Background: an optimization exercise with open tools, aiming at small area. Do not read the settings as production practice. Only simulation tests tie the RTL to the original design; equivalence was not proved.

==> inputs of trial 33 <==
## risc_v
module risc_v
(
 input   wire                        CLK,
 input   wire                        RST,
 output  wire     [31:0]             PC,
 input   wire     [31:0]             Instr,
 output  wire                        MemWrite,
 output  wire     [31:0]             DataAdr,
 output  wire     [31:0]             WriteData,
 input   wire     [31:0]             ReadData
);
==> module risc_v, before the edit <==
module risc_v
(
 input   wire                        CLK,
 input   wire                        RST,
 output  wire     [31:0]             PC,
 input   wire     [31:0]             Instr,
 output  wire                        MemWrite,
 output  wire     [31:0]             DataAdr,
 output  wire     [31:0]             WriteData,
 input   wire     [31:0]             ReadData
);
 reg  [4:0] cnt;
 reg        ph;      
 reg        run;     
 always @(posedge CLK or negedge RST)
   if (!RST) begin
     cnt <= 5'd0;
     ph  <= 1'b0;
     run <= 1'b0;
   end else begin
     cnt <= cnt + 5'd1;
     if (cnt == 5'd31) begin
       if (run) ph <= ~ph;
       run <= 1'b1;
     end
   end
 wire c0  = (cnt == 5'd0);
 wire c2  = (cnt == 5'd2);
 wire c31 = (cnt == 5'd31);
 wire p1  = run & ~ph;
 wire p2  = run & ph;
 wire [6:0] op   = Instr[6:0];
 wire [2:0] f3   = Instr[14:12];
 wire isLd  = (op == 7'b0000011);
 wire isSt  = (op == 7'b0100011);
 wire isR   = (op == 7'b0110011);
 wire isI   = (op == 7'b0010011);
 wire isBr  = (op == 7'b1100011);
 wire isJal = (op == 7'b1101111);
 wire isAlu = isR | isI;
 wire fSlt  = (f3 == 3'b010);
 wire fOr   = (f3 == 3'b110);
 wire fAdd  = (f3 == 3'b000);
 wire sltu  = isAlu & fSlt;
 wire subop = isR & fAdd & Instr[30];
 wire doOr  = isAlu & fOr;
 wire doAnd = isAlu & ~(fAdd | fSlt | fOr);
 reg  [2:0] k;
 reg  [4:0] rdl;     
 wire wr   = k[2] | (k[1] & k[0]);
 wire jmp  = ~k[2] & k[1];
 wire st   = ~k[2] & ~k[1] & k[0];
 wire ld   = k[2] & ~k[1] & k[0];
 wire        swap = p1 ? isSt : (ph & st);
 wire [4:0]  adr2 = ph ? rdl : Instr[24:20];
 wire        wen  = swap | (p2 & wr);
 wire [31:0] rout;
 wire        wbit;
 reg  [31:0] wd;                        
 wire        wbus = run & (swap ? wd[0] : wbit);
 genvar g;
 generate
   for (g = 0; g < 31; g = g + 1) begin : rf
     reg  [31:0] x;
     wire we = ~run | (wen & (adr2 == g));
     always @(posedge CLK)
       x <= {(we ? wbus : x[0]), x[31:1]};
     assign rout[g] = x[0];
   end
 endgenerate
 assign rout[31] = wd[0];
 wire a = rout[Instr[19:15]];
 wire b = rout[adr2];
 reg im;
 always @(*) begin
   if (cnt == 5'd0)
     im = (isBr | isJal) ? 1'b0 : (isSt ? Instr[7] : Instr[20]);
   else if (cnt <= 5'd4)
     im = (isSt | isBr) ? Instr[cnt + 5'd7] : Instr[cnt + 5'd20];
   else if (cnt <= 5'd10)
     im = Instr[cnt + 5'd20];
   else if (cnt == 5'd11)
     im = isBr ? Instr[7] : (isJal ? Instr[20] : Instr[31]);
   else if (cnt <= 5'd19)
     im = isJal ? Instr[cnt] : Instr[31];
   else
     im = Instr[31];
 end
 reg  [31:0] pc_r;
 reg  [31:0] da;
 reg         c;      
 reg         e;      
 wire opA  = a & ~(isBr | isJal);
 wire opB  = isR ? b : im;
 wire inv  = subop | sltu;
 wire opBx = opB ^ inv;
 wire cin  = c0 ? (inv & ~ph) : c;
 wire sum  = opA ^ opBx ^ cin;
 wire cout = (opA & opBx) | (opA & cin) | (opBx & cin);
 wire res  = doOr ? (opA | opB) : (doAnd ? (opA & opB) : sum);
 wire eqin   = (c0 | e) & ~(a ^ b);
 wire pa     = pc_r[0];
 wire addend = jmp ? da[0] : c2;
 wire psum   = pa ^ addend ^ cin;
 wire pcout  = (pa & addend) | (pa & cin) | (addend & cin);
 wire inc    = c2 | (e & ~c0);
 wire link   = pa ^ inc;
 wire ldcap  = ph & c0 & ld;
 always @(posedge CLK) begin
   c  <= ph ? pcout : cout;
   e  <= ph ? (pa & inc) : eqin;
   da <= {res, (ldcap ? ReadData[31:1] : da[31:1])};
   if (~p1)
     pc_r <= {(run & psum), pc_r[31:1]};
   if (p1 & c31) begin
     rdl <= isSt ? Instr[24:20] : Instr[11:7];
     if (isLd)       k <= 3'b101;
     else if (isSt)  k <= 3'b001;
     else if (isJal) k <= 3'b011;
     else if (isBr)  k <= eqin ? 3'b010 : 3'b000;
     else if (isAlu) k <= sltu ? (cout ? 3'b110 : 3'b111) : 3'b100;
     else            k <= 3'b000;
   end
 end
 assign wbit = ~k[2] ? link :
               k[1]  ? (k[0] & c0) :
               ((k[0] & c0) ? ReadData[0] : da[0]);
 wire we31 = p2 & wr & (rdl == 5'd31);
 always @(posedge CLK)
   wd <= {(~run ? 1'b0 : swap ? b : we31 ? wbit : wd[0]), wd[31:1]};
 assign PC        = pc_r;
 assign DataAdr   = da;
 assign WriteData = wd;
 assign MemWrite  = p2 & c0 & st;
endmodule
==> flow/config.mk <==
export PLATFORM = sky130hd
export DESIGN_NAME = risc_v
export DESIGN_NICKNAME = risc_v
export VERILOG_FILES = /design/flow/design.v
export SDC_FILE = /design/flow/constraint.sdc
export NUM_CORES = 8
export LEC_CHECK = 0
export CAP_MARGIN = 20
export CORE_MARGIN = 2
export CORE_UTILIZATION = 30
export SLEW_MARGIN = 20
==> flow/constraint.sdc <==
create_clock -name core_clock -period 20.0 [get_ports {CLK}]
set_input_delay 4.0000 -clock core_clock [delete_from_list [all_inputs] [get_ports {CLK}]]
set_output_delay 4.0000 -clock core_clock [all_outputs]
set_load 0.01 [all_outputs]
standard.sh (not shown) runs the stock make flow with config.mk's settings and CLKGATE_MAP_FILE= SYNTH_SCRIPT=/design/flow/synth_recipe.tcl, a recipe that flattens the netlist after the stock synthesis.
==> flow/flow/run.sh <==
#!/bin/bash
# Own flow: the standard layout with smaller port buffers and a
# clock tree without dummy loads.
set -euo pipefail
export BUFFER_PORTS_ARGS="-buffer_cell sky130_fd_sc_hd__buf_1"
export CTS_ARGS="-sink_clustering_enable -repair_clock_nets -dont_use_dummy_load -buf_list sky130_fd_sc_hd__clkbuf_8 -sink_clustering_size 20 -sink_clustering_max_diameter 60"
bash standard.sh > standard.log 2>&1
==> trial 69 (differences from trial 33) <==
--- a/flow/design.v
+++ b/flow/design.v
@@ -59,9 +59,17 @@
  reg  [31:0] wd;                        
  wire        wbus = run & (swap ? wd[0] : wbit);
+ wire [3:0] wl;
+ wire [7:0] wh;
  genvar g;
  generate
+   for (g = 0; g < 4; g = g + 1) begin : dl
+     assign wl[g] = ~run | (wen & (adr2[1:0] == g));
+   end
+   for (g = 0; g < 8; g = g + 1) begin : dh
+     assign wh[g] = ~run | (adr2[4:2] == g);
+   end
    for (g = 0; g < 31; g = g + 1) begin : rf
      reg  [31:0] x;
-     wire we = ~run | (wen & (adr2 == g));
+     wire we = wl[g % 4] & wh[g / 4];
      always @(posedge CLK)
        x <= {(we ? wbus : x[0]), x[31:1]};
@@ -73,17 +81,29 @@
  wire b = rout[adr2];
  reg im;
+ wire sb = isSt | isBr;
  always @(*) begin
-   if (cnt == 5'd0)
-     im = (isBr | isJal) ? 1'b0 : (isSt ? Instr[7] : Instr[20]);
-   else if (cnt <= 5'd4)
-     im = (isSt | isBr) ? Instr[cnt + 5'd7] : Instr[cnt + 5'd20];
-   else if (cnt <= 5'd10)
-     im = Instr[cnt + 5'd20];
-   else if (cnt == 5'd11)
-     im = isBr ? Instr[7] : (isJal ? Instr[20] : Instr[31]);
-   else if (cnt <= 5'd19)
-     im = isJal ? Instr[cnt] : Instr[31];
-   else
-     im = Instr[31];
+   case (cnt)
+     5'd0:  im = isSt ? Instr[7] : ((isBr | isJal) ? 1'b0 : Instr[20]);
+     5'd1:  im = sb ? Instr[8]  : Instr[21];
+     5'd2:  im = sb ? Instr[9]  : Instr[22];
+     5'd3:  im = sb ? Instr[10] : Instr[23];
+     5'd4:  im = sb ? Instr[11] : Instr[24];
+     5'd5:  im = Instr[25];
+     5'd6:  im = Instr[26];
+     5'd7:  im = Instr[27];
+     5'd8:  im = Instr[28];
+     5'd9:  im = Instr[29];
+     5'd10: im = Instr[30];
+     5'd11: im = isBr ? Instr[7] : (isJal ? Instr[20] : Instr[31]);
+     5'd12: im = isJal ? Instr[12] : Instr[31];
+     5'd13: im = isJal ? Instr[13] : Instr[31];
+     5'd14: im = isJal ? Instr[14] : Instr[31];
+     5'd15: im = isJal ? Instr[15] : Instr[31];
+     5'd16: im = isJal ? Instr[16] : Instr[31];
+     5'd17: im = isJal ? Instr[17] : Instr[31];
+     5'd18: im = isJal ? Instr[18] : Instr[31];
+     5'd19: im = isJal ? Instr[19] : Instr[31];
+     default: im = Instr[31];
+   endcase
  end
  reg  [31:0] pc_r;
==> flow/flow/run.sh (replaced) <==
#!/bin/bash
# Own flow: the standard layout (standard.sh, synth_recipe.tcl) with
#  - an area-oriented ABC script for the combinational logic (the registers,
#    their names and cells are those of the standard synthesis),
#  - the smallest buffer on the ports,
#  - a clock tree of the buffers below, without dummy loads.
# make's full output goes to standard.log; ORFS keeps each step's log
# under orfs/logs.
set -euo pipefail
here=$(pwd)
rm -rf "$here/scripts"
cp -r "$FLOW_HOME/scripts" "$here/scripts"
cp "$here/flow/abc_area.script" "$here/scripts/abc_speed.script"
export SCRIPTS_DIR="$here/scripts"
export BUFFER_PORTS_ARGS="-buffer_cell sky130_fd_sc_hd__buf_1"
export CTS_ARGS="-sink_clustering_enable -repair_clock_nets -dont_use_dummy_load -buf_list {sky130_fd_sc_hd__clkbuf_4 sky130_fd_sc_hd__clkbuf_8} -sink_clustering_buffer sky130_fd_sc_hd__clkbuf_4 -sink_clustering_size 12 -sink_clustering_max_diameter 35"
bash standard.sh > standard.log 2>&1
==> flow/flow/abc_area.script (new file) <==
strash
&get -n
&st
&synch2
&if -K 6
&mfs
&st
&dch -f
&put
amap
topo
--- a/flow/config.mk
+++ b/flow/config.mk
@@ -8,4 +8,5 @@
 export CAP_MARGIN = 20
 export CORE_MARGIN = 2
-export CORE_UTILIZATION = 30
+export CORE_UTILIZATION = 60
+export PLACE_DENSITY = 0.85
 export SLEW_MARGIN = 20
==> trial 26 (differences from trial 33) <==
--- a/flow/design.v
+++ b/flow/design.v
@@ -26,5 +26,4 @@
    end
  wire c0  = (cnt == 5'd0);
- wire c2  = (cnt == 5'd2);
  wire c31 = (cnt == 5'd31);
  wire p1  = run & ~ph;
@@ -46,30 +45,24 @@
  wire doOr  = isAlu & fOr;
  wire doAnd = isAlu & ~(fAdd | fSlt | fOr);
- reg  [2:0] k;
- reg  [4:0] rdl;     
- wire wr   = k[2] | (k[1] & k[0]);
- wire jmp  = ~k[2] & k[1];
- wire st   = ~k[2] & ~k[1] & k[0];
- wire ld   = k[2] & ~k[1] & k[0];
- wire        swap = p1 ? isSt : (ph & st);
- wire [4:0]  adr2 = ph ? rdl : Instr[24:20];
- wire        wen  = swap | (p2 & wr);
+ localparam [2:0] K_NONE = 3'd0, K_ALU = 3'd1, K_SLT0 = 3'd2, K_SLT1 = 3'd3,
+                  K_LD   = 3'd4, K_ST  = 3'd5, K_JAL  = 3'd6, K_JMP  = 3'd7;
+ reg  [2:0] cls;
+ reg  [4:0] rdl;
  wire [31:0] rout;
+ wire        wr;
  wire        wbit;
- reg  [31:0] wd;                        
- wire        wbus = run & (swap ? wd[0] : wbit);
+ wire        wb = run & wbit;
  genvar g;
  generate
-   for (g = 0; g < 31; g = g + 1) begin : rf
+   for (g = 0; g < 32; g = g + 1) begin : rf
      reg  [31:0] x;
-     wire we = ~run | (wen & (adr2 == g));
+     wire we = ~run | (p2 & wr & (rdl == g));
      always @(posedge CLK)
-       x <= {(we ? wbus : x[0]), x[31:1]};
+       x <= {(we ? wb : x[0]), x[31:1]};
      assign rout[g] = x[0];
    end
  endgenerate
- assign rout[31] = wd[0];
  wire a = rout[Instr[19:15]];
- wire b = rout[adr2];
+ wire b = rout[Instr[24:20]];
  reg im;
  always @(*) begin
@@ -89,6 +82,8 @@
  reg  [31:0] pc_r;
  reg  [31:0] da;
+ reg  [31:0] wd;
  reg         c;      
- reg         e;      
+ reg         eq;
+ reg         lc;     
  wire opA  = a & ~(isBr | isJal);
  wire opB  = isR ? b : im;
@@ -99,37 +94,40 @@
  wire cout = (opA & opBx) | (opA & cin) | (opBx & cin);
  wire res  = doOr ? (opA | opB) : (doAnd ? (opA & opB) : sum);
- wire eqin   = (c0 | e) & ~(a ^ b);
+ wire diff   = a ^ b;
+ wire eqin   = (c0 | eq) & ~diff;
+ wire jmp    = (cls == K_JAL) | (cls == K_JMP);
  wire pa     = pc_r[0];
- wire addend = jmp ? da[0] : c2;
+ wire addend = jmp ? da[0] : (cnt == 5'd2);
  wire psum   = pa ^ addend ^ cin;
  wire pcout  = (pa & addend) | (pa & cin) | (addend & cin);
- wire inc    = c2 | (e & ~c0);
- wire link   = pa ^ inc;
- wire ldcap  = ph & c0 & ld;
+ wire lt     = (cnt == 5'd2) | lc;
+ wire link   = pa ^ lt;
  always @(posedge CLK) begin
    c  <= ph ? pcout : cout;
-   e  <= ph ? (pa & inc) : eqin;
-   da <= {res, (ldcap ? ReadData[31:1] : da[31:1])};
+   eq <= eqin;
+   lc <= pa & lt & ~c31;
+   da <= {res, da[31:1]};
+   wd <= {b, (p2 & c0 & (cls == K_LD)) ? ReadData[31:1] : wd[31:1]};
    if (~p1)
      pc_r <= {(run & psum), pc_r[31:1]};
    if (p1 & c31) begin
-     rdl <= isSt ? Instr[24:20] : Instr[11:7];
-     if (isLd)       k <= 3'b101;
-     else if (isSt)  k <= 3'b001;
-     else if (isJal) k <= 3'b011;
-     else if (isBr)  k <= eqin ? 3'b010 : 3'b000;
-     else if (isAlu) k <= sltu ? (cout ? 3'b110 : 3'b111) : 3'b100;
-     else            k <= 3'b000;
+     rdl <= Instr[11:7];
+     if (isLd)       cls <= K_LD;
+     else if (isSt)  cls <= K_ST;
+     else if (isJal) cls <= K_JAL;
+     else if (isBr)  cls <= eqin ? K_JMP : K_NONE;
+     else if (isAlu) cls <= sltu ? (cout ? K_SLT0 : K_SLT1) : K_ALU;
+     else            cls <= K_NONE;
    end
  end
- assign wbit = ~k[2] ? link :
-               k[1]  ? (k[0] & c0) :
-               ((k[0] & c0) ? ReadData[0] : da[0]);
- wire we31 = p2 & wr & (rdl == 5'd31);
- always @(posedge CLK)
-   wd <= {(~run ? 1'b0 : swap ? b : we31 ? wbit : wd[0]), wd[31:1]};
+ assign wr = (cls == K_ALU) | (cls == K_SLT0) | (cls == K_SLT1) |
+             (cls == K_LD)  | (cls == K_JAL);
+ assign wbit = (cls == K_ALU)  ? da[0] :
+               (cls == K_SLT1) ? c0 :
+               (cls == K_LD)   ? (c0 ? ReadData[0] : wd[0]) :
+               (cls == K_JAL)  ? link : 1'b0;
  assign PC        = pc_r;
  assign DataAdr   = da;
  assign WriteData = wd;
- assign MemWrite  = p2 & c0 & st;
+ assign MemWrite  = p2 & c0 & (cls == K_ST);
 endmodule
==> flow/run.sh (new file) <==
#!/bin/bash
# synth_recipe.tcl (not shown) runs the flow's synth.tcl, then flattens the netlist and writes it again
# the make line also repeats each setting of config.mk as NAME=value (left out here)
make -C /OpenROAD-flow-scripts/flow DESIGN_CONFIG=/design/flow/config.mk WORK_HOME=/design/flow/orfs CLKGATE_MAP_FILE= SYNTH_SCRIPT=/design/flow/synth_recipe.tcl finish
--- a/flow/config.mk
+++ b/flow/config.mk
@@ -9,3 +9,6 @@
 export CORE_MARGIN = 2
 export CORE_UTILIZATION = 30
+export CTS_BUF_LIST = sky130_fd_sc_hd__clkbuf_8
+export CTS_CLUSTER_DIAMETER = 60
+export CTS_CLUSTER_SIZE = 20
 export SLEW_MARGIN = 20
removed: flow/flow/run.sh
removed: flow/standard.sh
==> notes <==
The highest core utilization belongs to trial 69, the lowest to trial 33. Synthesized cell count: trial 26 > trial 33 > trial 69. The highest count of clock-buffer cells in the layout belongs to trial 69, the lowest to trial 33. The highest routed wire length belongs to trial 26, the lowest to trial 33. Between trial 26 and trial 69, the lower fmax is in trial 26 (gap 2.4%, measured against trial 69).
==> figures <==
Routability cong.: trial 33 0.842; trial 69 0.925; trial 26 0.871
Place WS: trial 33 12.51 ns; trial 69 12.33 ns; trial 26 12.13 ns
Non-filler cells, final: trial 33 2857; trial 69 2297; trial 26 2924
Result of the run: trial 33 finished clean; trial 69 finished clean; trial 26 finished clean
Number of filler instances in the final layout: trial 33 8165; trial 69 2689; trial 26 8157
GRT Total Usage: trial 33 0.0900; trial 69 0.189; trial 26 0.0923
Num tapcells: trial 33 1144; trial 69 532; trial 26 1155
Count of buffering cells on the critical path with inverters included: trial 33 2; trial 69 4; trial 26 3
Total met3 wirelength after detailed routing: trial 33 1.96 mm; trial 69 2.26 mm; trial 26 2.92 mm
Adder-Cell Fraction of Synth Area: trial 33 0.00639; trial 69 0.00516; trial 26 0.00623
End-of-flow core utilization: trial 33 0.337; trial 69 0.661; trial 26 0.355

==> static timing again, ports no longer ideal <==
The flow's constraints put no driver on any port. The routed layouts listed below were extracted and timed again, unchanged, in two steps. Step 1 (the two cells are an assumption about what drives the block):
set clk [get_ports {CLK}]
set_driving_cell -lib_cell sky130_fd_sc_hd__clkbuf_16 $clk
set_driving_cell -lib_cell sky130_fd_sc_hd__buf_2 [delete_from_list [all_inputs] $clk]
Step 2, shift: input delay + t, output delay - t, t = (earliest + latest rising clock arrival at the registers) / 2. This alone moves slack from input paths to output paths. a / b / c = no drivers / after step 1 / after step 2; a / b = the first two.
run	t (ns)	setup WS [ns]	worst setup path at the end
trial 33	0.661	12.969 / 12.914 / 12.475	input to register
trial 69	0.668	12.801 / 12.818 / 12.149	input to register
trial 26	0.729	12.622 / 12.568 / 12.051	input to register
After both steps setup and hold are still met in every run listed. The setup slack of trial 69, which loses most, moves by +0.017 ns with the drivers and by -0.652 ns with both steps.
